This design comes from an exercise in tuning for small area on the open sky130 flow, not from production work.
The RTL was checked by simulation tests, not by an equivalence proof against the original design.
No activity file was given, so power comes from the tool's default toggle rates.

==> design/flow/design.v <==
module instruction_cache #(
    parameter CACHE_SIZE_BYTES = 512,  
    parameter LINE_SIZE_BYTES = 64,  
    parameter WAYS = 2               
)(
    input  logic                            clk,          
    input  logic                            rst_n,        
    input  logic [32-1:0]   pc,           
    input  logic                            fetch_req,    
    output logic [32-1:0]   instruction,  
    output logic                            cache_hit,    
    output logic                            mem_read,     
    output logic [32-1:0]   mem_addr,     
    input  logic [(LINE_SIZE_BYTES*8)-1:0]  mem_data,     
    input  logic                            mem_valid     
);
logic [511:0] data  [0:7];    
logic [23:0]  tags  [0:7];    
logic [7:0]   valid;          
logic [3:0]   lru0;           
logic [25:0]  miss_line;      
logic [3:0]   miss_word;      
assign mem_addr = {miss_line, 6'b0};
wire [23:0] req_tag = pc[31:8];
wire [1:0]  req_set = pc[7:6];
wire [3:0]  req_word = pc[5:2];
wire hit0 = valid[{1'b0, req_set}] && (tags[{1'b0, req_set}] == req_tag);
wire hit1 = valid[{1'b1, req_set}] && (tags[{1'b1, req_set}] == req_tag);
assign cache_hit = hit0 | hit1;
wire hit_upd    = fetch_req & cache_hit;
wire start_miss = fetch_req & ~cache_hit & ~mem_read;
wire fill_end   = mem_read & mem_valid;
wire do_fill    = fill_end & ~hit_upd;
wire [1:0] miss_set = miss_line[1:0];
wire       victim   = lru0[miss_set];    
logic [7:0] wen;
always_comb begin
    for (int l = 0; l < 8; l++)
        wen[l] = do_fill && (miss_set == l[1:0]) && (victim == l[2]);
end
wire [23:0] fill_tag = miss_line[25:2];
genvar gl;
generate
for (gl = 0; gl < 8; gl++) begin : g_line
    always_ff @(posedge clk) begin
        data[gl] <= ({512{wen[gl]}} & mem_data) | ({512{~wen[gl]}} & data[gl]);
        tags[gl] <= ({24{wen[gl]}} & fill_tag) | ({24{~wen[gl]}} & tags[gl]);
    end
end
endgenerate
logic [2:0] ptr_line;    
logic [3:0] ptr_word;
logic       ptr_ok;      
logic [7:0]  sel_line;
logic [15:0] sel_word;
always_comb begin
    for (int l = 0; l < 8; l++)
        sel_line[l] = ptr_ok && (ptr_line == l[2:0]);
    for (int k = 0; k < 16; k++)
        sel_word[k] = (ptr_word == k[3:0]);
end
always_comb begin
    instruction = '0;
    for (int l = 0; l < 8; l++)
        for (int k = 0; k < 16; k++)
            instruction = instruction | ({32{sel_line[l] & sel_word[k]}} & data[l][k*32 +: 32]);
end
always_ff @(posedge clk) begin
    if (start_miss)
        miss_word <= req_word;
    if (hit_upd) begin
        ptr_line <= {hit1, req_set};
        ptr_word <= req_word;
    end else if (do_fill) begin
        ptr_line <= {victim, miss_set};
        ptr_word <= miss_word;
    end
end
always_ff @(posedge clk or negedge rst_n) begin
    if (!rst_n) begin
        valid       <= '0;
        lru0        <= '0;
        ptr_ok      <= 1'b0;
        mem_read    <= 1'b0;
        miss_line   <= '0;
    end else begin
        if (start_miss) begin
            mem_read  <= 1'b1;
            miss_line <= pc[31:6];
        end else if (fill_end) begin
            mem_read  <= 1'b0;
        end
        if (hit_upd) begin
            lru0[req_set] <= hit0;
            ptr_ok        <= 1'b1;
        end else if (do_fill) begin
            valid[{victim, miss_set}] <= 1'b1;
            lru0[miss_set]            <= ~victim;
            ptr_ok                    <= 1'b1;
        end
    end
end
endmodule
==> design/flow/flow/run.sh <==
#!/bin/bash
# The standard layout (standard.sh) with two changes: the port buffers are
# made from sky130_fd_sc_hd__buf_2 instead of the cell buffer_ports picks, and
# the tools run on 8 threads. Each tool's output goes to standard.log.
set -euo pipefail
export BUFFER_PORTS_ARGS="-inputs -outputs -buffer_cell sky130_fd_sc_hd__buf_2"
sed 's/"\${@:-finish}"/NUM_CORES=8 "${@:-finish}"/' standard.sh > standard8.sh
grep -q 'NUM_CORES=8' standard8.sh
bash standard8.sh > standard.log 2>&1
==> design/flow/standard.sh <==
#!/bin/bash
# synth_recipe.tcl (not shown) runs the flow's synth.tcl, then flattens the netlist and writes it again
# the make line also repeats each setting of config.mk as NAME=value (left out here)
make -C /OpenROAD-flow-scripts/flow DESIGN_CONFIG=/design/flow/config.mk WORK_HOME=/design/flow/orfs CLKGATE_MAP_FILE= SYNTH_SCRIPT=/design/flow/synth_recipe.tcl "${@:-finish}"
==> design/flow/config.mk <==
export PLATFORM = sky130hd
export DESIGN_NAME = instruction_cache
export DESIGN_NICKNAME = instruction_cache
export VERILOG_FILES = /design/flow/design.v
export SDC_FILE = /design/flow/constraint.sdc
export NUM_CORES = 4
export LEC_CHECK = 0
export CAP_MARGIN = 20
export CORE_MARGIN = 2
export CORE_UTILIZATION = 50
export PLACE_DENSITY = 0.6
export SLEW_MARGIN = 20
==> design/flow/constraint.sdc <==
create_clock -name core_clock -period 8.0 [get_ports {clk}]
set_input_delay 1.6000 -clock core_clock [delete_from_list [all_inputs] [get_ports {clk}]]
set_output_delay 1.6000 -clock core_clock [all_outputs]
set_load 0.01 [all_outputs]
==> impl_metrics.env <==
export IMPL_status="finished clean"
export IMPL_drtAntennaViolNets=0
export IMPL_cts_tree="built"
export IMPL_core_area_um2=309000
export IMPL_vias=107000
export IMPL_placed_cells=12600
export IMPL_die_h_um=562
export IMPL_cellPowerDensity_nw_per_um2=272
export IMPL_synthTopCellsByArea="edfxtp_1 (83%), a221oi_1 (4.4%), a22o_1 (4.4%)"
export IMPL_cts_made_buffers=430
export IMPL_clk_latency_ps=1060
export IMPL_row_count=204
export IMPL_place_gp_congestion=0.947
export IMPL_h_tree_depth=5
export IMPL_drv_cap=0
export IMPL_yosysMostFrequentCell="edfxtp_1"
export IMPL_fill_cells=22500
export IMPL_syn_area_um2=156000
export IMPL_synth_area_leader_cell="edfxtp_1"
export IMPL_initial_utilization=0.503
export IMPL_grt_max_degree=111
export IMPL_r2r_cells=8
export IMPL_synthCells=7845
export IMPL_port_buffers=605
export IMPL_antenna_found_initial=216
export IMPL_worst_slack_ps=365
export IMPL_clock_sinks=4339
export IMPL_clk_pin_slew_worst_paths_ps=60
export IMPL_hold_viol_final=0
export IMPL_irDropWorstVdd_mv=0.220
export IMPL_dpl_hpwl_mm=416
export IMPL_drc=0
export IMPL_finalSetupTns_ps=0
export IMPL_critPathLaunchType="register"
export IMPL_grt_pass1_wl_mm=917
export IMPL_power_leakage_nw=58.4
export IMPL_wl_per_cell_um=52.2
export IMPL_ios=614
export IMPL_drt_first_pass_iters=14
export IMPL_cp_end_kind="output pin"
export IMPL_drt_iter0_drc=24200
export IMPL_fin_crit_sh=0.954
export IMPL_tightest_slew_ps=1330
export IMPL_max_freq_mhz=131
export IMPL_holdBufCountCts=0
export IMPL_die_area_um2=316000
export IMPL_fin_util=0.591
export IMPL_synth_top_area_share=0.830
export IMPL_wl_mm=710
export IMPL_report_final_slew_viol_count=0
export IMPL_yosysUniqueCellTypes=69
export IMPL_clockBufferDepth=4
export IMPL_setup_viol=0
export IMPL_rsz0062_at_grt="no"
export IMPL_path_class="reg -> out"
export IMPL_final_cells=13600
export IMPL_cp_data_arrival_time_ps=6030
export IMPL_postSynthAreaPerCell_um2=19.8
export IMPL_preCtsSetupSlack_ps=1070
export IMPL_grt_usage=0.443
export IMPL_timing_slew_headroom=0.113
export IMPL_netlist_top_cells_count="edfxtp_1 (4299), a221oi_1 (785), a22o_1 (785)"
export IMPL_cts_root_buf="clkbuf_16"
export IMPL_cts_resized=0
export IMPL_synthToLayoutAreaGrowth_pct=17.4
export IMPL_grt_pass1_vias=94500
export IMPL_crit_fanout=12
export IMPL_yosysSeqAreaShare=0.836
export IMPL_overflow=0
export IMPL_yosysWarnings=3
export IMPL_finalNetCount=9480
export IMPL_drive_gt1_frac=0.201
export IMPL_fp_dieW_um=562
export IMPL_hp_class="reg -> reg"
export IMPL_avgViaCountPerCell=7.88
export IMPL_ys_flop_type="edfxtp_1"
export IMPL_cts_setup_buffers=0
export IMPL_async_flop_share=0.00922
export IMPL_synth_edff_count=4299
export IMPL_holdPathStages=1
export IMPL_ys_ff_latch=4339
export IMPL_crit_required_ps=6400
export IMPL_clock_skew_final_ps=92.6
export IMPL_post_route_min_period_ps=7630
## layout make-up
class	count	area, µm²	share of cell area
Inverter	39	166	0.000911
Sequential cell	4339	130000	0.712
Clock inverter	274	2510	0.0137
Antenna cell	202	505	0.00277
Clock buffer	522	11200	0.0615
Multi-Input combinational cell	3036	24700	0.135
Timing Repair Buffer	1071	8320	0.0455
Tap cell	4120	5150	0.0282
## worst paths after layout
path	endpoint	slack, ps	start
max	instruction[31]	370	ptr_ok
min	valid[2]	470	valid[2]
max reg2reg	register	3220	register
min reg2reg	valid[2]	470	valid[2]
max in group asynchronous	miss_line[17]	6840	rst_n
min in group asynchronous	miss_line[21]	690	rst_n
## power breakdown
part	leakage, nW	switching (W)	total (W)	internal [W]
logic	12.5	0.00232	0.00298	0.000664
registers	39.3	0.000354	0.0266	0.0263
clock network	6.71	0.00890	0.0201	0.0112
total	58.4	0.0116	0.0497	0.0381
## placed cells by master (no fill, tap or decap), types with 7 or more instances in the layout
cell type,n
and4_4,8
o211ai_1,7
clkbuf_1,84
nand4_1,276
nor2_1,13
clkinvlp_4,13
nor3_1,59
bufinv_16,36
edfxtp_1,4299
clkinv_2,81
nand3_1,130
buf_2,605
mux2_2,15
mux2i_1,23
dfrtp_1,40
diode_2,202
buf_12,137
buf_4,325
inv_1,37
nand2_1,28
a221oi_1,785
mux2_4,16
clkbuf_16,434
inv_16,8
nor4_1,48
clkinv_1,115
a222oi_1,18
nor2_4,128
inv_6,9
a41o_1,8
a22o_1,785
a22oi_1,540
ha_1,11
xor2_1,8
nor2b_1,12
xnor2_1,12
a21oi_1,20
## worst max-delay path, cell delays in order, from the launching register on
cell	delay, ps
dfrtp_1	650
nor2b_1	350
nand3b_1	820
nor2_4	1290
buf_4	600
buf_4	330
a22o_1	170
a221oi_1	50
nand4_1	190
nor3_1	60
nand3_1	280
buf_2	200
## cells by family (layout without fill, tap and decap cells)
| kind of cell | after synthesis | in the layout | share of synthesized area |
|---|---|---|---|
| AO/OA/AOI/OAI | 2204 | 2204 | 0.119 |
| XOR/XNOR | 20 | 20 | 0.00113 |
| adder cells (fa/ha/maj) | 15 | 15 | 0.00121 |
| buffers and inverters | 475 | 1906 | 0.0119 |
| flip-flops | 4339 | 4339 | 0.836 |
| multiplexers | 56 | 56 | 0.00440 |
| other | 1 | 208 | 0.0000241 |
| AND/OR/NAND/NOR | 735 | 735 | 0.0258 |
## per-layer routing
metal  vias up  global-route usage  part of all wire
met4       106               0.275             0.075
met1     53500               0.567              0.32
met5         -                   0            0.0010
met2     13900               0.615              0.42
met3      2948               0.199              0.19
li1      36600                   -                 -
## metrics by stage
| stage | total power, W | hold WS (ps) | cell area, µm² |
|---|---|---|---|
| floorplan | 0.0282 | 431 | 156000 |
| global placement | 0.0299 | 451 | 168000 |
| detailed placement | 0.0299 | 455 | 168000 |
| CTS | 0.0494 | 473 | 182000 |
| global route | 0.0505 | 495 | 182000 |
| finish | 0.0497 | 474 | 183000 |

[what the ideal ports hide]
The flow's constraints put no driver on any port. The routed layout listed below was extracted and timed again, unchanged, in two steps. Step 1: set_driving_cell puts a clkbuf_16 on clk and a buf_2 on each other input, an assumption about the parent block. Step 2 times the ports against the registers' clock, not the clock port: input delays grow and output delays shrink by t, the midpoint of the rising clock arrivals with the driver on. Three values: ideal, step 1, step 2; two values: the first two.
shift t [ns]: 1.106
setup WS [ns]: 0.365 / 0.269 / 0.863
clock arrival spread, ns: 0.092 / 0.092
After both steps setup and hold are still met in this run. For this run, drivers alone change the setup slack by -0.096 ns; drivers and shift together by +0.498 ns.
